What follows belongs to an exercise in optimizing a design on an open flow for small area, a short achievable clock period and few clock cycles per item; a production flow would make more cautious choices.
No functional check of the RTL was part of any run shown here.
Power figures rest on the tool's default switching activity, not on a simulated workload.

## flow/design.v

```verilog
module LASER (
input CLK,
input RST,
input [3:0] X,
input [3:0] Y,
output reg [3:0] C1X,
output reg [3:0] C1Y,
output reg [3:0] C2X,
output reg [3:0] C2Y,
output reg DONE);
localparam [10:0] NREAD  = 11'd40;      
localparam [10:0] LAST1  = 11'd2039;    
localparam [10:0] LASTC  = 11'd2042;    
function [9:0] lfsr_step;
  input [9:0] v;
  input integer n;
  integer k;
  begin
    lfsr_step = v;
    for (k = 0; k < n; k = k + 1)
      lfsr_step = {lfsr_step[8:0], lfsr_step[9] ^ lfsr_step[6]};
  end
endfunction
reg  [9:0]  V;
reg  [10:0] cnt;
wire        rd    = (cnt < NREAD);
wire        s1    = ~rd & (cnt <= LAST1);               
wire        s2    = (cnt > NREAD) & (cnt <= LAST1 + 11'd1);  
wire        last  = (cnt == LASTC);
wire [9:0]  V1    = lfsr_step(V, 1);
wire [9:0]  V42   = lfsr_step(V, 42);
wire [9:0]  VD    = lfsr_step(V, 41);      
wire [9:0]  Vn    = s1 ? V42 : last ? V : V1;    
always @(posedge CLK) begin
  if (RST) begin
    V   <= 10'h1;
    cnt <= 11'd0;
  end else begin
    V   <= Vn;
    cnt <= last ? 11'd0 : cnt + 11'd1;
  end
end
always @(posedge CLK) begin
  if (RST) DONE <= 1'b0;
  else     DONE <= (cnt == LASTC - 11'd1);
end
reg [7:0] P [0:39];
integer i;
always @(posedge CLK) begin
  P[0] <= rd ? {X, Y} : P[39];
  for (i = 1; i < 40; i = i + 1)
    P[i] <= P[i-1];
end
function [3:0] mv;
  input [3:0] b;
  input       up;
  input       st1;                 
  reg   [4:0] sum;
  begin
    if (up) begin
      sum = {1'b0, b} + (st1 ? 5'd1 : 5'd2);
      mv  = sum[4] ? 4'd15 : sum[3:0];
    end else begin
      sum = {1'b0, b} - (st1 ? 5'd1 : 5'd2);
      mv  = sum[4] ? 4'd0 : sum[3:0];
    end
  end
endfunction
function [15:0] mv4;
  input [15:0] b;
  input [9:0]  q;
  begin
    mv4 = {mv(b[15:12], q[0], q[5]), mv(b[11:8], q[3], q[5]),
           mv(b[7:4],   q[5], q[5]), mv(b[3:0],  q[9], q[5])};
  end
endfunction
function [3:0] cls;
  input [3:0] p, cb;
  reg [4:0] d, k;
  reg z, o;
  integer b;
  begin
    k[0] = 1'b1;
    for (b = 0; b < 4; b = b + 1) begin
      d[b]   = p[b] ^ cb[b] ^ k[b];
      k[b+1] = (p[b] & cb[b]) | (p[b] & k[b]) | (cb[b] & k[b]);
    end
    d[4] = ~k[4];
    z = ~(d[4] | d[3] | d[2]);             
    o = d[4] & d[3] & d[2];                
    cls[0] = z & ~(d[1] | d[0]);
    cls[1] = (z & ~(d[1] & d[0])) | (o & d[1]);
    cls[2] = z | (o & (d[1] | d[0]));
    cls[3] = z | o | (d[2] & ~(d[4] | d[3] | d[1] | d[0]));
  end
endfunction
function cov1;
  input [3:0] px, py, cx, cy;
  reg [3:0] a, b;
  begin
    a = cls(px, cx);
    b = cls(py, cy);
    cov1 = (a[3] & b[0]) | (a[2] & b[1]) | (a[1] & b[2]) | (a[0] & b[3]);
  end
endfunction
function cov2;
  input [7:0]  p;
  input [15:0] t;                  
  begin
    cov2 = cov1(p[7:4], p[3:0], t[15:12], t[11:8]) | cov1(p[7:4], p[3:0], t[7:4], t[3:0]);
  end
endfunction
localparam [15:0] INIT = {4'd0, 4'd0, 4'd8, 4'd8};
localparam NG = 5;             
reg        dec;                
reg [NG-1:0] decg;
reg        decm;
reg [15:0] Ar, Br;             
reg [15:0] T2, X2;             
reg [15:0] MA1, MA2, MB1, MB2;  
reg [5:0]  prev, best;
reg        rndr;               
wire [15:0] tp  = decm ? Ar : Br;          
wire [15:0] xp  = decm ? T2 : X2;          
wire [15:0] A   = ~(decm ? MA1 : MA2);     
wire [15:0] B   = ~(decm ? MB1 : MB2);     
always @(posedge CLK) begin
  if (rd) begin
    Ar <= INIT; Br <= INIT; T2 <= INIT; X2 <= INIT;
  end else begin
    Ar <= A; Br <= B; T2 <= tp; X2 <= xp;
  end
  if (rd) begin
    MA1 <= ~mv4(INIT, Vn); MA2 <= ~mv4(INIT, Vn); MB1 <= ~mv4(INIT, Vn); MB2 <= ~mv4(INIT, Vn);
  end else begin
    MA1 <= ~mv4(A, Vn); MA2 <= ~mv4(B, Vn); MB1 <= ~mv4(tp, Vn); MB2 <= ~mv4(xp, Vn);
  end
  rndr <= (VD < 10'd150);
end
reg [39:0] hitA, hitB;
reg [15:0] Ag, Bg;
integer j;
always @(*)
  for (j = 0; j < 40; j = j + 1) begin
    Ag = decg[j / 8] ? MA1 : MA2;
    Bg = decg[j / 8] ? MB1 : MB2;
    hitA[j] = cov2(P[j], Ag);
    hitB[j] = cov2(P[j], Bg);
  end
wire [5:0] caA, cbA, caB, cbB;
wire A_s1 = hitA[0] ^ hitA[1] ^ hitA[2];
wire A_s2 = (hitA[0] & hitA[1]) | (hitA[0] & hitA[2]) | (hitA[1] & hitA[2]);
wire A_s3 = hitA[3] ^ hitA[4] ^ hitA[5];
wire A_s4 = (hitA[3] & hitA[4]) | (hitA[3] & hitA[5]) | (hitA[4] & hitA[5]);
wire A_s5 = hitA[6] ^ hitA[7] ^ hitA[8];
wire A_s6 = (hitA[6] & hitA[7]) | (hitA[6] & hitA[8]) | (hitA[7] & hitA[8]);
wire A_s7 = hitA[9] ^ hitA[10] ^ hitA[11];
wire A_s8 = (hitA[9] & hitA[10]) | (hitA[9] & hitA[11]) | (hitA[10] & hitA[11]);
wire A_s9 = hitA[12] ^ hitA[13] ^ hitA[14];
wire A_s10 = (hitA[12] & hitA[13]) | (hitA[12] & hitA[14]) | (hitA[13] & hitA[14]);
wire A_s11 = hitA[15] ^ hitA[16] ^ hitA[17];
wire A_s12 = (hitA[15] & hitA[16]) | (hitA[15] & hitA[17]) | (hitA[16] & hitA[17]);
wire A_s13 = hitA[18] ^ hitA[19] ^ hitA[20];
wire A_s14 = (hitA[18] & hitA[19]) | (hitA[18] & hitA[20]) | (hitA[19] & hitA[20]);
wire A_s15 = hitA[21] ^ hitA[22] ^ hitA[23];
wire A_s16 = (hitA[21] & hitA[22]) | (hitA[21] & hitA[23]) | (hitA[22] & hitA[23]);
wire A_s17 = hitA[24] ^ hitA[25] ^ hitA[26];
wire A_s18 = (hitA[24] & hitA[25]) | (hitA[24] & hitA[26]) | (hitA[25] & hitA[26]);
wire A_s19 = hitA[27] ^ hitA[28] ^ hitA[29];
wire A_s20 = (hitA[27] & hitA[28]) | (hitA[27] & hitA[29]) | (hitA[28] & hitA[29]);
wire A_s21 = hitA[30] ^ hitA[31] ^ hitA[32];
wire A_s22 = (hitA[30] & hitA[31]) | (hitA[30] & hitA[32]) | (hitA[31] & hitA[32]);
wire A_s23 = hitA[33] ^ hitA[34] ^ hitA[35];
wire A_s24 = (hitA[33] & hitA[34]) | (hitA[33] & hitA[35]) | (hitA[34] & hitA[35]);
wire A_s25 = hitA[36] ^ hitA[37] ^ hitA[38];
wire A_s26 = (hitA[36] & hitA[37]) | (hitA[36] & hitA[38]) | (hitA[37] & hitA[38]);
wire A_s27 = A_s1 ^ A_s3 ^ A_s5;
wire A_s28 = (A_s1 & A_s3) | (A_s1 & A_s5) | (A_s3 & A_s5);
wire A_s29 = A_s7 ^ A_s9 ^ A_s11;
wire A_s30 = (A_s7 & A_s9) | (A_s7 & A_s11) | (A_s9 & A_s11);
wire A_s31 = A_s13 ^ A_s15 ^ A_s17;
wire A_s32 = (A_s13 & A_s15) | (A_s13 & A_s17) | (A_s15 & A_s17);
wire A_s33 = A_s19 ^ A_s21 ^ A_s23;
wire A_s34 = (A_s19 & A_s21) | (A_s19 & A_s23) | (A_s21 & A_s23);
wire A_s35 = A_s2 ^ A_s4 ^ A_s6;
wire A_s36 = (A_s2 & A_s4) | (A_s2 & A_s6) | (A_s4 & A_s6);
wire A_s37 = A_s8 ^ A_s10 ^ A_s12;
wire A_s38 = (A_s8 & A_s10) | (A_s8 & A_s12) | (A_s10 & A_s12);
wire A_s39 = A_s14 ^ A_s16 ^ A_s18;
wire A_s40 = (A_s14 & A_s16) | (A_s14 & A_s18) | (A_s16 & A_s18);
wire A_s41 = A_s20 ^ A_s22 ^ A_s24;
wire A_s42 = (A_s20 & A_s22) | (A_s20 & A_s24) | (A_s22 & A_s24);
wire A_s43 = prA0 ^ prA1 ^ prA2;
wire A_s44 = (prA0 & prA1) | (prA0 & prA2) | (prA1 & prA2);
wire A_s45 = prA3 ^ prA4 ^ prA5;
wire A_s46 = (prA3 & prA4) | (prA3 & prA5) | (prA4 & prA5);
wire A_s47 = prA6 ^ prA7 ^ prA8;
wire A_s48 = (prA6 & prA7) | (prA6 & prA8) | (prA7 & prA8);
wire A_s49 = prA9 ^ prA10 ^ prA11;
wire A_s50 = (prA9 & prA10) | (prA9 & prA11) | (prA10 & prA11);
wire A_s51 = prA12 ^ prA13 ^ prA14;
wire A_s52 = (prA12 & prA13) | (prA12 & prA14) | (prA13 & prA14);
wire A_s53 = prA15 ^ prA16 ^ prA17;
wire A_s54 = (prA15 & prA16) | (prA15 & prA17) | (prA16 & prA17);
wire A_s55 = A_s44 ^ A_s46 ^ A_s47;
wire A_s56 = (A_s44 & A_s46) | (A_s44 & A_s47) | (A_s46 & A_s47);
wire A_s57 = A_s48 ^ A_s50 ^ A_s52;
wire A_s58 = (A_s48 & A_s50) | (A_s48 & A_s52) | (A_s50 & A_s52);
wire A_s59 = A_s55 ^ A_s49 ^ A_s51;
wire A_s60 = (A_s55 & A_s49) | (A_s55 & A_s51) | (A_s49 & A_s51);
wire A_s61 = A_s56 ^ A_s57 ^ A_s53;
wire A_s62 = (A_s56 & A_s57) | (A_s56 & A_s53) | (A_s57 & A_s53);
wire A_s63 = A_s60 ^ A_s61 ^ prA18;
wire A_s64 = (A_s60 & A_s61) | (A_s60 & prA18) | (A_s61 & prA18);
wire A_s65 = A_s62 ^ A_s58 ^ A_s54;
wire A_s66 = (A_s62 & A_s58) | (A_s62 & A_s54) | (A_s58 & A_s54);
reg prA0;
reg prA1;
reg prA2;
reg prA3;
reg prA4;
reg prA5;
reg prA6;
reg prA7;
reg prA8;
reg prA9;
reg prA10;
reg prA11;
reg prA12;
reg prA13;
reg prA14;
reg prA15;
reg prA16;
reg prA17;
reg prA18;
always @(posedge CLK) begin
  prA0 <= A_s27;
  prA1 <= A_s29;
  prA2 <= A_s31;
  prA3 <= A_s33;
  prA4 <= A_s25;
  prA5 <= hitA[39];
  prA6 <= A_s28;
  prA7 <= A_s30;
  prA8 <= A_s32;
  prA9 <= A_s34;
  prA10 <= A_s35;
  prA11 <= A_s37;
  prA12 <= A_s39;
  prA13 <= A_s41;
  prA14 <= A_s26;
  prA15 <= A_s36;
  prA16 <= A_s38;
  prA17 <= A_s40;
  prA18 <= A_s42;
end
assign caA = {1'b0, A_s66, A_s64, A_s63, A_s59, A_s43};
assign cbA = {1'b0, 1'b0, A_s65, 1'b0, 1'b0, A_s45};
wire B_s1 = hitB[0] ^ hitB[1] ^ hitB[2];
wire B_s2 = (hitB[0] & hitB[1]) | (hitB[0] & hitB[2]) | (hitB[1] & hitB[2]);
wire B_s3 = hitB[3] ^ hitB[4] ^ hitB[5];
wire B_s4 = (hitB[3] & hitB[4]) | (hitB[3] & hitB[5]) | (hitB[4] & hitB[5]);
wire B_s5 = hitB[6] ^ hitB[7] ^ hitB[8];
wire B_s6 = (hitB[6] & hitB[7]) | (hitB[6] & hitB[8]) | (hitB[7] & hitB[8]);
wire B_s7 = hitB[9] ^ hitB[10] ^ hitB[11];
wire B_s8 = (hitB[9] & hitB[10]) | (hitB[9] & hitB[11]) | (hitB[10] & hitB[11]);
wire B_s9 = hitB[12] ^ hitB[13] ^ hitB[14];
wire B_s10 = (hitB[12] & hitB[13]) | (hitB[12] & hitB[14]) | (hitB[13] & hitB[14]);
wire B_s11 = hitB[15] ^ hitB[16] ^ hitB[17];
wire B_s12 = (hitB[15] & hitB[16]) | (hitB[15] & hitB[17]) | (hitB[16] & hitB[17]);
wire B_s13 = hitB[18] ^ hitB[19] ^ hitB[20];
wire B_s14 = (hitB[18] & hitB[19]) | (hitB[18] & hitB[20]) | (hitB[19] & hitB[20]);
wire B_s15 = hitB[21] ^ hitB[22] ^ hitB[23];
wire B_s16 = (hitB[21] & hitB[22]) | (hitB[21] & hitB[23]) | (hitB[22] & hitB[23]);
wire B_s17 = hitB[24] ^ hitB[25] ^ hitB[26];
wire B_s18 = (hitB[24] & hitB[25]) | (hitB[24] & hitB[26]) | (hitB[25] & hitB[26]);
wire B_s19 = hitB[27] ^ hitB[28] ^ hitB[29];
wire B_s20 = (hitB[27] & hitB[28]) | (hitB[27] & hitB[29]) | (hitB[28] & hitB[29]);
wire B_s21 = hitB[30] ^ hitB[31] ^ hitB[32];
wire B_s22 = (hitB[30] & hitB[31]) | (hitB[30] & hitB[32]) | (hitB[31] & hitB[32]);
wire B_s23 = hitB[33] ^ hitB[34] ^ hitB[35];
wire B_s24 = (hitB[33] & hitB[34]) | (hitB[33] & hitB[35]) | (hitB[34] & hitB[35]);
wire B_s25 = hitB[36] ^ hitB[37] ^ hitB[38];
wire B_s26 = (hitB[36] & hitB[37]) | (hitB[36] & hitB[38]) | (hitB[37] & hitB[38]);
wire B_s27 = B_s1 ^ B_s3 ^ B_s5;
wire B_s28 = (B_s1 & B_s3) | (B_s1 & B_s5) | (B_s3 & B_s5);
wire B_s29 = B_s7 ^ B_s9 ^ B_s11;
wire B_s30 = (B_s7 & B_s9) | (B_s7 & B_s11) | (B_s9 & B_s11);
wire B_s31 = B_s13 ^ B_s15 ^ B_s17;
wire B_s32 = (B_s13 & B_s15) | (B_s13 & B_s17) | (B_s15 & B_s17);
wire B_s33 = B_s19 ^ B_s21 ^ B_s23;
wire B_s34 = (B_s19 & B_s21) | (B_s19 & B_s23) | (B_s21 & B_s23);
wire B_s35 = B_s2 ^ B_s4 ^ B_s6;
wire B_s36 = (B_s2 & B_s4) | (B_s2 & B_s6) | (B_s4 & B_s6);
wire B_s37 = B_s8 ^ B_s10 ^ B_s12;
wire B_s38 = (B_s8 & B_s10) | (B_s8 & B_s12) | (B_s10 & B_s12);
wire B_s39 = B_s14 ^ B_s16 ^ B_s18;
wire B_s40 = (B_s14 & B_s16) | (B_s14 & B_s18) | (B_s16 & B_s18);
wire B_s41 = B_s20 ^ B_s22 ^ B_s24;
wire B_s42 = (B_s20 & B_s22) | (B_s20 & B_s24) | (B_s22 & B_s24);
wire B_s43 = prB0 ^ prB1 ^ prB2;
wire B_s44 = (prB0 & prB1) | (prB0 & prB2) | (prB1 & prB2);
wire B_s45 = prB3 ^ prB4 ^ prB5;
wire B_s46 = (prB3 & prB4) | (prB3 & prB5) | (prB4 & prB5);
wire B_s47 = prB6 ^ prB7 ^ prB8;
wire B_s48 = (prB6 & prB7) | (prB6 & prB8) | (prB7 & prB8);
wire B_s49 = prB9 ^ prB10 ^ prB11;
wire B_s50 = (prB9 & prB10) | (prB9 & prB11) | (prB10 & prB11);
wire B_s51 = prB12 ^ prB13 ^ prB14;
wire B_s52 = (prB12 & prB13) | (prB12 & prB14) | (prB13 & prB14);
wire B_s53 = prB15 ^ prB16 ^ prB17;
wire B_s54 = (prB15 & prB16) | (prB15 & prB17) | (prB16 & prB17);
wire B_s55 = B_s44 ^ B_s46 ^ B_s47;
wire B_s56 = (B_s44 & B_s46) | (B_s44 & B_s47) | (B_s46 & B_s47);
wire B_s57 = B_s48 ^ B_s50 ^ B_s52;
wire B_s58 = (B_s48 & B_s50) | (B_s48 & B_s52) | (B_s50 & B_s52);
wire B_s59 = B_s55 ^ B_s49 ^ B_s51;
wire B_s60 = (B_s55 & B_s49) | (B_s55 & B_s51) | (B_s49 & B_s51);
wire B_s61 = B_s56 ^ B_s57 ^ B_s53;
wire B_s62 = (B_s56 & B_s57) | (B_s56 & B_s53) | (B_s57 & B_s53);
wire B_s63 = B_s60 ^ B_s61 ^ prB18;
wire B_s64 = (B_s60 & B_s61) | (B_s60 & prB18) | (B_s61 & prB18);
wire B_s65 = B_s62 ^ B_s58 ^ B_s54;
wire B_s66 = (B_s62 & B_s58) | (B_s62 & B_s54) | (B_s58 & B_s54);
reg prB0;
reg prB1;
reg prB2;
reg prB3;
reg prB4;
reg prB5;
reg prB6;
reg prB7;
reg prB8;
reg prB9;
reg prB10;
reg prB11;
reg prB12;
reg prB13;
reg prB14;
reg prB15;
reg prB16;
reg prB17;
reg prB18;
always @(posedge CLK) begin
  prB0 <= B_s27;
  prB1 <= B_s29;
  prB2 <= B_s31;
  prB3 <= B_s33;
  prB4 <= B_s25;
  prB5 <= hitB[39];
  prB6 <= B_s28;
  prB7 <= B_s30;
  prB8 <= B_s32;
  prB9 <= B_s34;
  prB10 <= B_s35;
  prB11 <= B_s37;
  prB12 <= B_s39;
  prB13 <= B_s41;
  prB14 <= B_s26;
  prB15 <= B_s36;
  prB16 <= B_s38;
  prB17 <= B_s40;
  prB18 <= B_s42;
end
assign caB = {1'b0, B_s66, B_s64, B_s63, B_s59, B_s43};
assign cbB = {1'b0, 1'b0, B_s65, 1'b0, 1'b0, B_s45};
function gt3;
  input [5:0] a, b, r;
  reg [5:0] s, k;
  reg [6:0] t;
  begin
    s = a ^ b ^ ~r;
    k = (a & b) | (a & ~r) | (b & ~r);
    t = {1'b0, s} + {k, 1'b0};
    gt3 = t[6];
  end
endfunction
wire [5:0] cntA = caA + cbA;
wire [5:0] cntB = caB + cbB;
wire [5:0] cov  = dec ? cntA : cntB;
wire       gtA  = gt3(caA, cbA, prev);
wire       gtB  = gt3(caB, cbB, prev);
wire       acc  = (dec ? gtA : gtB) | rndr;
integer g;
reg [5:0]  cov3;               
reg [15:0] t3;
reg        s3;
always @(posedge CLK) begin
  dec  <= s2 & acc;
  decm <= s2 & ((decm ? gtA : gtB) | rndr);
  for (g = 0; g < NG; g = g + 1)
    decg[g] <= s2 & ((decg[g] ? gtA : gtB) | rndr);
  if (!s2)
    prev <= 6'd0;
  else if (acc)
    prev <= cov;
  cov3 <= cov;
  t3   <= dec ? Ar : Br;
  s3   <= s2;
end
always @(posedge CLK) begin
  if (rd)
    best <= 6'd0;
  else if (s3 && cov3 > best)
    best <= cov3;
end
always @(posedge CLK) begin
  if (RST) begin
    C1X <= 4'd7; C1Y <= 4'd7;
    C2X <= 4'd7; C2Y <= 4'd7;
  end else if (s3 && cov3 > best) begin
    {C1X, C1Y, C2X, C2Y} <= t3;
  end
end
endmodule
```

## flow/run.sh

```bash
#!/bin/bash
# synth_recipe.tcl (not shown) runs the flow's synth.tcl, then flattens the netlist and writes it again
# the make line also repeats each setting of config.mk as NAME=value (left out here)
make -C /OpenROAD-flow-scripts/flow DESIGN_CONFIG=/design/flow/config.mk WORK_HOME=/design/flow/orfs CLKGATE_MAP_FILE= SYNTH_SCRIPT=/design/flow/synth_recipe.tcl finish
```

## flow/config.mk

```make
export PLATFORM = sky130hd
export DESIGN_NAME = LASER
export DESIGN_NICKNAME = LASER
export VERILOG_FILES = /design/flow/design.v
export SDC_FILE = /design/flow/constraint.sdc
export NUM_CORES = 4
export LEC_CHECK = 0
export CAP_MARGIN = 20
export CORE_MARGIN = 2
export CORE_UTILIZATION = 40
export SETUP_SLACK_MARGIN = 1.5
export SLEW_MARGIN = 20
```

## flow/constraint.sdc

```tcl
create_clock -name core_clock -period 6.0 [get_ports {CLK}]
set_input_delay 1.2000 -clock core_clock [delete_from_list [all_inputs] [get_ports {CLK}]]
set_output_delay 1.2000 -clock core_clock [all_outputs]
set_load 0.01 [all_outputs]
```

==> results of run 1 <==
## report_power, final
| part | switching, W | internal (W) |
|---|---|---|
| Combinational | 0.00395 | 0.00299 |
| Clock | 0.00208 | 0.00292 |
| Sequential | 0.000370 | 0.00401 |
## layer usage
metal	vias to the layer above	part of all wire [%]	wire, um
met3	545	7.9	17100
li1	24046	-	-
met1	26159	42	91300
met4	2	5.4	11800
met2	1969	45	96700
met5	-	0.0065	14
## final cells by class
| class | count | area [um2] |
|---|---|---|
| fillers | 15585 | 88400 |
| multi-input cells | 5208 | 50500 |
| flip-flops and latches | 567 | 11400 |
| inverters | 1140 | 4280 |
| well taps | 2175 | 2720 |
| repair buffers | 259 | 2490 |
| clock buffers | 106 | 2210 |
| clock inverters | 36 | 543 |
| diodes | 8 | 20.0 |
## metrics by stage
stage	hold slack, ns	setup slack (ns)	utilization (%)
after detailed placement	0.335	0.733	42.6
after global routing	0.326	1.45	45.6
after CTS	0.307	1.46	45.0
after global placement	0.335	0.800	42.6
final	0.307	1.45	45.6
after floorplan	0.331	1.46	-
## cells by family (layout without fill, tap and decap cells)
kind of cell / count (synthesis) / after routing / synth area share, %
flip-flops: 567 / 567 / 17.3
buffers and inverters: 1221 / 1541 / 7.04
other: 0 / 8 / 0
AO/OA/AOI/OAI: 1220 / 1220 / 11.8
AND/OR/NAND/NOR: 1899 / 1900 / 13.7
multiplexers: 565 / 565 / 9.06
XOR/XNOR: 36 / 36 / 0.482
adder cells (fa/ha/maj): 1487 / 1487 / 40.6
## flip-flops by register name, indices dropped and copies added, names as in the netlist, 4 cells and up
signal  cells
Ar         16
Br         16
C1X         4
C1Y         4
C2X         4
C2Y         4
MA1        16
MA2        16
MB1        16
MB2        16
P         320
T2         16
V          10
X2         16
best        6
cnt        11
cov3        6
decg        5
prev        6
t3         16
## cells in the final DEF (no fill, tap or decap), types with 25 or more instances in the layout
cell and n:
mux2i_4 39, buf_6 32, nand4_1 31, nor4_1 33, or3_1 36, nand2_1 478
a21o_1 82, clkdlybuf4s50_1 26, dfxtp_2 33, nor3_1 190, buf_12 27, a21oi_1 284
a32oi_1 87, inv_1 1136, o21ai_0 302, nand3b_1 107, dfxtp_1 527, fa_1 1052
a221oi_1 36, nor2_1 599, buf_4 171, a22oi_1 150, mux2i_1 283, o22ai_1 89
nand2b_1 114, mux2_2 201, o211ai_1 25, nand3_1 110, a31oi_1 26, clkbuf_16 77
ha_1 425, nor2b_1 136
## how the worst max path moves through the flow
stage | to | depth (start not counted)
after CTS | prB0$_DFF_P_ | 14
after detailed placement | prA2$_DFF_P_ | 13
final | prA0$_DFF_P_ | 10
after global placement | prB1$_DFF_P_ | 12
after global routing | prA0$_DFF_P_ | 16
after floorplan | prA1$_DFF_P_ | 13
## repair_timing
item | CTS | global route
endpoints found under the setup margin | 47 | 45
gates resized for setup | 104 | 121
pin swaps | 2 | 23
cloned | 1 | 0
buffers inserted | 67 | 59
==> impl_metrics.yaml, run 1 <==
clocking:
  clock_insertion_delay_worst_skew_ns: 0.74
  cts_inserted_buffers: 77
  clkSinkCount: 567
  cts.root.buffer_cell: "clkbuf_16"
  cts_max_path_buffers: 3
  cts_tree: "done"
  hold_buffers: 0
  clk_pin_slew_ns: 0.06
  htreeDepth: 3
place:
  dp.final_hpwl_um: 159000
  gpl.final_weighted_congestion: 0.941
  buffers_on_ports: 26
  cell_area_after_placement_um2: 69300
  placedCellCount: 9222
yosys:
  yosysWarnings: 2
  yosys.cell_types.count: 60
  async_reset_ff_share_pct: 0
  synth_seq_area_share_pct: 17.3
  synth_top_cells_by_count: "inv_1, fa_1, nor2_1, dfxtp_1, nand2_1"
  synth.top_cells.by_area: "fa_1, dfxtp_1, ha_1, inv_1, mux2i_1"
  synthDominantCellAreaShare_pct: 32.4
  synth_fp_nets: 8492
  synth_enable_flop_cells: 0
  synthesis.instances: 6995
  post_synthesis_register_bit_count: 567
  netlist.top_cell.by_area: "fa_1"
  yosysMostFrequentCell: "inv_1"
  synthesized_area_per_cell_um2: 9.36
  post_synthesis_cell_area_um2: 65400
  top_reg_cell_synth: "dfxtp_1"
floorplan:
  floorplan.io_pins: 27
  core-area_um2: 163000
  start_util_pct: 40.3
  num_rows: 148
  die_y_um: 409
  die_w_um: 409
  design.die.area_um2: 167000
worst_setup_path:
  regToRegSetupSlack_ns: 1.45
  cp-startpoint: "MA1[10]$_SDFF_PP1_"
  worstPathMaxFanout: 7
  worst-path-buf-inv: 2
  cp_top_family: "adder cells"
  cp.required_ns: 6.57
  regToRegStartpoint: "MA1[10]$_SDFF_PP1_"
  path_class: "flip-flop to flip-flop"
  crit_arrival_ns: 5.11
  r2r.worst_path.cells: 10
  worst_path_max_delay_cell: "dfxtp_1"
  timing.critical_path.cells: "mux2i_2 > buf_4 > fa_1 > inv_1 > fa_1 > mux2i_1 > a221oi_1 > a22o_1 > fa_1 > fa_1"
  end_kind: "flip-flop"
  cpMostUsedCell: "fa_1"
  slowest_delay_ns: 1.00
  reg2reg_to: "prA0$_DFF_P_"
  critPathLaunchType: "flip-flop"
routing:
  detailedRoute.firstPassIterationCount: 8
  vias: 52721
  antenna_violating_nets_post_route: 0
  drcViolationCount: 0
  drtIter0Drc: 4550
  detail_route.wirelength_um: 217000
  avgViaCountPerCell: 5.55
  route.detailed.wl_per_inst_um: 22.8
layout:
  final_cell_count_no_fill: 9499
  area.growth.synth_to_final_pct: 13.3
  nets: 8750
  post_route_cells_drive_above_1_share_pct: 10.4
  final_cell_area_excluding_filler_cells_um2: 74200
status:
  outcome: "finished clean"
pwr:
  power.ir.vdd_worst_mv: 0.553
  total_leakage_power_nw: 32.3
  power_w: 0.0163
  power-per-cell-area_nw_per_um2: 220
grt:
  grt_overflow_total: 0
  wire_length_of_the_first_global_routing_pass_um: 323000
  grt_util_met2_pct: 40.0
  grt-busiest-layer: "met2"
  vias_in_the_first_global_route: 52197
  groute.layer.met1.usage_pct: 34.2
  grt.met3_usage_pct: 5.45
  maximum_number_of_pins_on_one_net_before_global_route_repair: 63
  grt.total_usage_pct: 25.8
  antenna_violations_before_repair: 7
min_path:
  hold_path_class: "flip-flop to flip-flop"
  min_path_cells: 0
  worst_hold_path.endpoint: "P[13][5]$_DFF_P_"
  worstHoldStart: "P[12][5]$_DFF_P_"
timing:
  final_max_slew_viol_count: 0
  fmax_mhz: 220
  finClkSkew_ns: 0.0585
  grt_setup_unrepaired: "yes"
  final_hold_viol_count: 0
  tns_ns: 0
  min_period_ns: 4.55
  max-slew-margin-rel_pct: 30.8
  max_slew.worst_pin.slew_ns: 1.04
  number_of_endpoints_failing_setup_at_the_final_stage: 0
  min_period_over_period_pct: 75.8
run:
  max_cap_violations: 0
==> inputs of run 2 (changes only) <==
--- a/flow/design.v
+++ b/flow/design.v
@@ -10,7 +10,7 @@
 output reg DONE);
 localparam [10:0] NREAD  = 11'd40;      
 localparam [10:0] LAST1  = 11'd2039;    
-localparam [10:0] LASTC  = 11'd2042;    
+localparam [10:0] LASTC  = 11'd2041;    
 function [9:0] lfsr_step;
   input [9:0] v;
   input integer n;
@@ -30,13 +30,12 @@
 wire [9:0]  V1    = lfsr_step(V, 1);
 wire [9:0]  V42   = lfsr_step(V, 42);
 wire [9:0]  VD    = lfsr_step(V, 41);      
-wire [9:0]  Vn    = s1 ? V42 : last ? V : V1;    
 always @(posedge CLK) begin
   if (RST) begin
     V   <= 10'h1;
     cnt <= 11'd0;
   end else begin
-    V   <= Vn;
+    V   <= s1 ? V42 : V1;
     cnt <= last ? 11'd0 : cnt + 11'd1;
   end
 end
@@ -75,23 +74,20 @@
   end
 endfunction
 function [3:0] cls;
-  input [3:0] p, cb;
+  input [3:0] p, c;
   reg [4:0] d, k;
-  reg z, o;
   integer b;
   begin
     k[0] = 1'b1;
     for (b = 0; b < 4; b = b + 1) begin
-      d[b]   = p[b] ^ cb[b] ^ k[b];
-      k[b+1] = (p[b] & cb[b]) | (p[b] & k[b]) | (cb[b] & k[b]);
+      d[b]   = p[b] ^ ~c[b] ^ k[b];
+      k[b+1] = (p[b] & ~c[b]) | (p[b] & k[b]) | (~c[b] & k[b]);
     end
     d[4] = ~k[4];
-    z = ~(d[4] | d[3] | d[2]);             
-    o = d[4] & d[3] & d[2];                
-    cls[0] = z & ~(d[1] | d[0]);
-    cls[1] = (z & ~(d[1] & d[0])) | (o & d[1]);
-    cls[2] = z | (o & (d[1] | d[0]));
-    cls[3] = z | o | (d[2] & ~(d[4] | d[3] | d[1] | d[0]));
+    cls[0] = ~|d;
+    cls[1] = (~d[4] & ~d[3] & ~d[2] & ~(d[1] & d[0])) | (d[4] & d[3] & d[2] & d[1]);
+    cls[2] = (~d[4] & ~d[3] & ~d[2]) | (d[4] & d[3] & d[2] & (d[1] | d[0]));
+    cls[3] = (~d[4] & ~d[3] & (~d[2] | ~(d[1] | d[0]))) | (d[4] & d[3] & d[2]);
   end
 endfunction
 function cov1;
@@ -105,47 +101,39 @@
 endfunction
 function cov2;
   input [7:0]  p;
-  input [15:0] t;                  
+  input [15:0] t;
   begin
     cov2 = cov1(p[7:4], p[3:0], t[15:12], t[11:8]) | cov1(p[7:4], p[3:0], t[7:4], t[3:0]);
   end
 endfunction
 localparam [15:0] INIT = {4'd0, 4'd0, 4'd8, 4'd8};
-localparam NG = 5;             
 reg        dec;                
-reg [NG-1:0] decg;
-reg        decm;
 reg [15:0] Ar, Br;             
 reg [15:0] T2, X2;             
-reg [15:0] MA1, MA2, MB1, MB2;  
 reg [5:0]  prev, best;
 reg        rndr;               
-wire [15:0] tp  = decm ? Ar : Br;          
-wire [15:0] xp  = decm ? T2 : X2;          
-wire [15:0] A   = ~(decm ? MA1 : MA2);     
-wire [15:0] B   = ~(decm ? MB1 : MB2);     
+wire [15:0] tp  = dec ? Ar : Br;           
+wire [15:0] xp  = dec ? T2 : X2;           
+wire [15:0] mA1 = mv4(Ar, V);
+wire [15:0] mA2 = mv4(Br, V);
+wire [15:0] mB1 = mv4(T2, V);
+wire [15:0] mB2 = mv4(X2, V);
+wire [15:0] A   = dec ? mA1 : mA2;         
+wire [15:0] B   = dec ? mB1 : mB2;         
 always @(posedge CLK) begin
   if (rd) begin
     Ar <= INIT; Br <= INIT; T2 <= INIT; X2 <= INIT;
   end else begin
     Ar <= A; Br <= B; T2 <= tp; X2 <= xp;
   end
-  if (rd) begin
-    MA1 <= ~mv4(INIT, Vn); MA2 <= ~mv4(INIT, Vn); MB1 <= ~mv4(INIT, Vn); MB2 <= ~mv4(INIT, Vn);
-  end else begin
-    MA1 <= ~mv4(A, Vn); MA2 <= ~mv4(B, Vn); MB1 <= ~mv4(tp, Vn); MB2 <= ~mv4(xp, Vn);
-  end
   rndr <= (VD < 10'd150);
 end
 reg [39:0] hitA, hitB;
-reg [15:0] Ag, Bg;
 integer j;
 always @(*)
   for (j = 0; j < 40; j = j + 1) begin
-    Ag = decg[j / 8] ? MA1 : MA2;
-    Bg = decg[j / 8] ? MB1 : MB2;
-    hitA[j] = cov2(P[j], Ag);
-    hitB[j] = cov2(P[j], Bg);
+    hitA[j] = cov2(P[j], A);
+    hitB[j] = cov2(P[j], B);
   end
 wire [5:0] caA, cbA, caB, cbB;
 wire A_s1 = hitA[0] ^ hitA[1] ^ hitA[2];
@@ -378,38 +366,25 @@
 wire [5:0] cntA = caA + cbA;
 wire [5:0] cntB = caB + cbB;
 wire [5:0] cov  = dec ? cntA : cntB;
-wire       gtA  = gt3(caA, cbA, prev);
-wire       gtB  = gt3(caB, cbB, prev);
-wire       acc  = (dec ? gtA : gtB) | rndr;
-integer g;
-reg [5:0]  cov3;               
-reg [15:0] t3;
-reg        s3;
+wire       acc  = (dec ? gt3(caA, cbA, prev) : gt3(caB, cbB, prev)) | rndr;
+wire       bet  = dec ? gt3(caA, cbA, best) : gt3(caB, cbB, best);
+wire [15:0] tr  = dec ? Ar : Br;           
 always @(posedge CLK) begin
-  dec  <= s2 & acc;
-  decm <= s2 & ((decm ? gtA : gtB) | rndr);
-  for (g = 0; g < NG; g = g + 1)
-    decg[g] <= s2 & ((decg[g] ? gtA : gtB) | rndr);
-  if (!s2)
+  dec <= s2 & acc;
+  if (!s2) begin
     prev <= 6'd0;
-  else if (acc)
-    prev <= cov;
-  cov3 <= cov;
-  t3   <= dec ? Ar : Br;
-  s3   <= s2;
-end
-always @(posedge CLK) begin
-  if (rd)
     best <= 6'd0;
-  else if (s3 && cov3 > best)
-    best <= cov3;
+  end else begin
+    if (acc) prev <= cov;
+    if (bet) best <= cov;
+  end
 end
 always @(posedge CLK) begin
   if (RST) begin
     C1X <= 4'd7; C1Y <= 4'd7;
     C2X <= 4'd7; C2Y <= 4'd7;
-  end else if (s3 && cov3 > best) begin
-    {C1X, C1Y, C2X, C2Y} <= t3;
+  end else if (s2 && bet) begin
+    {C1X, C1Y, C2X, C2Y} <= tr;
   end
 end
 endmodule
--- a/flow/config.mk
+++ b/flow/config.mk
@@ -8,5 +8,4 @@
 export CAP_MARGIN = 20
 export CORE_MARGIN = 2
 export CORE_UTILIZATION = 40
-export SETUP_SLACK_MARGIN = 1.5
 export SLEW_MARGIN = 20
==> run 2 against run 1 <==
Worst setup slack lost 1.2 ns. Non-clock buffer count is 80 lower. Clock skew shrank 0.025 ns. Wire length is 14% lower. Total power is 5.7% lower. Area after synthesis shrank 7.4%. Via count fell by 10%.
==> impl_metrics.yaml, run 2 <==
grt:
  maximum_number_of_pins_on_one_net_before_global_route_repair: 45
  grt.total_usage_pct: 24.3
  antenna_violations_before_repair: 3
  grt_overflow_total: 0
  wire_length_of_the_first_global_routing_pass_um: 283000
  vias_in_the_first_global_route: 46882
yosys:
  async_reset_ff_share_pct: 0
  synthesis.instances: 6317
  post_synthesis_cell_area_um2: 60600
  synth_top_cells_by_count: "fa_1, inv_1, dfxtp_1, nor2_1, ha_1"
  synth_seq_area_share_pct: 15.7
  synthesized_area_per_cell_um2: 9.59
  synth_enable_flop_cells: 0
  synth_fp_nets: 7810
  post_synthesis_register_bit_count: 474
  top_reg_cell_synth: "dfxtp_1"
  yosysWarnings: 2
  netlist.top_cell.by_area: "fa_1"
  yosys.cell_types.count: 74
  synth.top_cells.by_area: "fa_1, dfxtp_1, ha_1, inv_1, mux2i_1"
  yosysMostFrequentCell: "fa_1"
  synthDominantCellAreaShare_pct: 35.1
min_path:
  min_path_cells: 0
  worstHoldStart: "P[4][1]$_DFF_P_"
  worst_hold_path.endpoint: "P[5][1]$_DFF_P_"
  hold_path_class: "flip-flop to flip-flop"
timing:
  finClkSkew_ns: 0.0336
  min_period_over_period_pct: 95.3
  number_of_endpoints_failing_setup_at_the_final_stage: 0
  grt_setup_unrepaired: "no"
  tns_ns: 0
  max-slew-margin-rel_pct: 35.2
  max_slew.worst_pin.slew_ns: 0.972
  fmax_mhz: 175
  final_max_slew_viol_count: 0
  holdWs_ns: 0.337
  final_hold_viol_count: 0
  min_period_ns: 5.72
clocking:
  cts_inserted_buffers: 66
  cts.root.buffer_cell: "clkbuf_16"
  hold_buffers: 0
  clock_insertion_delay_worst_skew_ns: 0.65
  clk_pin_slew_ns: 0.06
  clkSinkCount: 474
  cts_max_path_buffers: 3
  htreeDepth: 3
  cts_tree: "done"
place:
  dp.final_hpwl_um: 138000
  buffers_on_ports: 26
  placedCellCount: 8432
  gpl.final_weighted_congestion: 0.925
  cell_area_after_placement_um2: 65000
floorplan:
  num_rows: 142
  die_w_um: 393
  floorplan.io_pins: 27
  die_y_um: 393
  core-area_um2: 150000
  start_util_pct: 40.4
  design.die.area_um2: 155000
routing:
  route.detailed.wl_per_inst_um: 21.7
  vias: 47239
  avgViaCountPerCell: 5.51
  drcViolationCount: 0
  antenna_violating_nets_post_route: 0
  detailedRoute.firstPassIterationCount: 6
  detail_route.wirelength_um: 186000
  drtIter0Drc: 3514
worst_setup_path:
  timing.critical_path.cells: "buf_4 > ha_1 > fa_1 > and3_1 > o211ai_1 > nand2_4 > buf_12 > buf_4 > ha_1 > inv_1 > fa_1 > inv_1 > fa_1 > fa_1 > nor3_1 > a21oi_1 > a211oi_1 > a22o_1 > fa_1 > fa_1"
  end_kind: "flip-flop"
  worstPathMaxFanout: 16
  critPathLaunchType: "flip-flop"
  cp.required_ns: 6.51
  regToRegStartpoint: "V[5]$_SDFF_PP0_"
  cp_top_family: "adder cells"
  path_class: "flip-flop to flip-flop"
  worst-path-buf-inv: 5
  worst_path_max_delay_cell: "fa_1"
  r2r.worst_path.cells: 20
  cpMostUsedCell: "fa_1"
  reg2reg_to: "prA2$_DFF_P_"
  crit_arrival_ns: 6.23
  slowest_delay_ns: 0.54
  regToRegSetupSlack_ns: 0.28
layout:
  largest_register_ffs: 320
  seq_area_um2: 9500
  final_cell_count_no_fill: 8571
  layout.cells.most_common: "fa_1"
  post_route_cells_drive_above_1_share_pct: 6.68
  area.growth.synth_to_final_pct: 11.2
  fin_util_pct: 44.9
  fillCellCount: 14214
  combined_area_of_the_multi_input_logic_cells_um2: 47600
  final_cell_area_excluding_filler_cells_um2: 67300
  register_containing_the_most_flip_flops_in_the_final_layout: "P"
  nets: 7994
  most_frequent_cells_in_the_layout: "fa_1, inv_1, dfxtp_1"
run:
  max_cap_violations: 0
pwr:
  power-per-cell-area_nw_per_um2: 228
  power.ir.vdd_worst_mv: 0.819
  total_leakage_power_nw: 29.1
status:
  outcome: "finished clean"
==> run 2: logic make-up after synthesis <==
kind of cell	count (synthesis)	share of synthesized area [%]
multiplexers	302	5.38
XOR/XNOR	36	0.520
AND/OR/NAND/NOR	1745	15.5
buffers and inverters	1039	6.49
AO/OA/AOI/OAI	1238	12.7
adder cells (fa/ha/maj)	1483	43.8
flip-flops	474	15.7
==> run 2: worst max path at each step <==
stage	depth (start not counted)	slack [ns]	endpoint	from
final	20	0.28	prA2$_DFF_P_	V[5]$_SDFF_PP0_
after global routing	21	0.009	prB2$_DFF_P_	V[5]$_SDFF_PP0_
after CTS	18	0.13	prA1$_DFF_P_	V[5]$_SDFF_PP0_
after detailed placement	20	0.19	prB3$_DFF_P_	V[5]$_SDFF_PP0_
after global placement	18	0.21	prA1$_DFF_P_	V[5]$_SDFF_PP0_
after floorplan	19	-0.07	prB3$_DFF_P_	V[5]$_SDFF_PP0_
==> run 2: what timing repair did <==
item,4_1_cts,5_1_grt
buffers inserted,0,16
endpoints found under the setup margin,0,16
resized for setup,0,8
==> run 2: worst register-to-register path, cell delays in order (launching register included) <==
cell and delay, ns:
dfxtp_4 0.38, buf_4 0.22, ha_1 0.26, fa_1 0.42, and3_1 0.22, o211ai_1 0.30, nand2_4 0.23, buf_12 0.25
buf_4 0.21, ha_1 0.19, inv_1 0.06, fa_1 0.15, inv_1 0.05, fa_1 0.39, fa_1 0.46, nor3_1 0.15
a21oi_1 0.06, a211oi_1 0.23, a22o_1 0.31, fa_1 0.54, fa_1 0.49
==> run 2: cell type report <==
cell class / instances / share of cell area (%)
timing repair buffer: 179 / 2.81
tap: 2016 / 3.75
sequential: 474 / 14.1
clock inverter: 31 / 0.513
antenna: 2 / 0.00743
clock buffer: 89 / 2.75
inverter: 975 / 5.44
multi-input combinational: 4805 / 70.6
==> run 2: where the power goes <==
group          switching, W  total (W)  internal, W
logic               0.00428    0.00763      0.00335
clock network       0.00172    0.00411      0.00240
registers          0.000278    0.00364      0.00336
total               0.00628     0.0154      0.00911
==> run 2: per-layer routing <==
metal  vias to the layer above  share of wire (%)  global-route usage [%]
met2                      1393                 46                    39.4
met5                         -             0.0070                       0
met1                     23750                 45                    33.8
li1                      21779                  -                       -
met3                       315                6.0                    2.82
met4                         2                3.4                    7.91
==> run 2: stage by stage <==
stage | total power, W | worst slack (ns)
2_1_floorplan | 0.00922 | -0.0692
3_3_place_gp | 0.0110 | 0.206
3_5_place_dp | 0.0112 | 0.194
4_1_cts | 0.0154 | 0.133
5_1_grt | 0.0165 | 0.00887
6_report | 0.0154 | 0.279

[static timing again, ports no longer ideal]
The flow's constraints put no driver on any port. The routed layouts listed below were extracted and timed again, unchanged, in two steps. Step 1, drivers: a clkbuf_16 drives CLK and a buf_2 each remaining input, both assumed. Step 2, shift: input delay + t, output delay - t, t = (earliest + latest rising clock arrival at the registers) / 2. This alone moves slack from input paths to output paths. Slacks: ideal / step 1 / step 2; pairs: ideal / step 1.
run | t, ns | setup WS [ns] | cell pins on the clock port's net
run 1 | 0.785 | 1.455 / 1.455 / 1.455 | 1
run 2 | 0.722 | 0.279 / 0.279 / 0.279 | 1
After both steps every run listed still meets setup and hold.
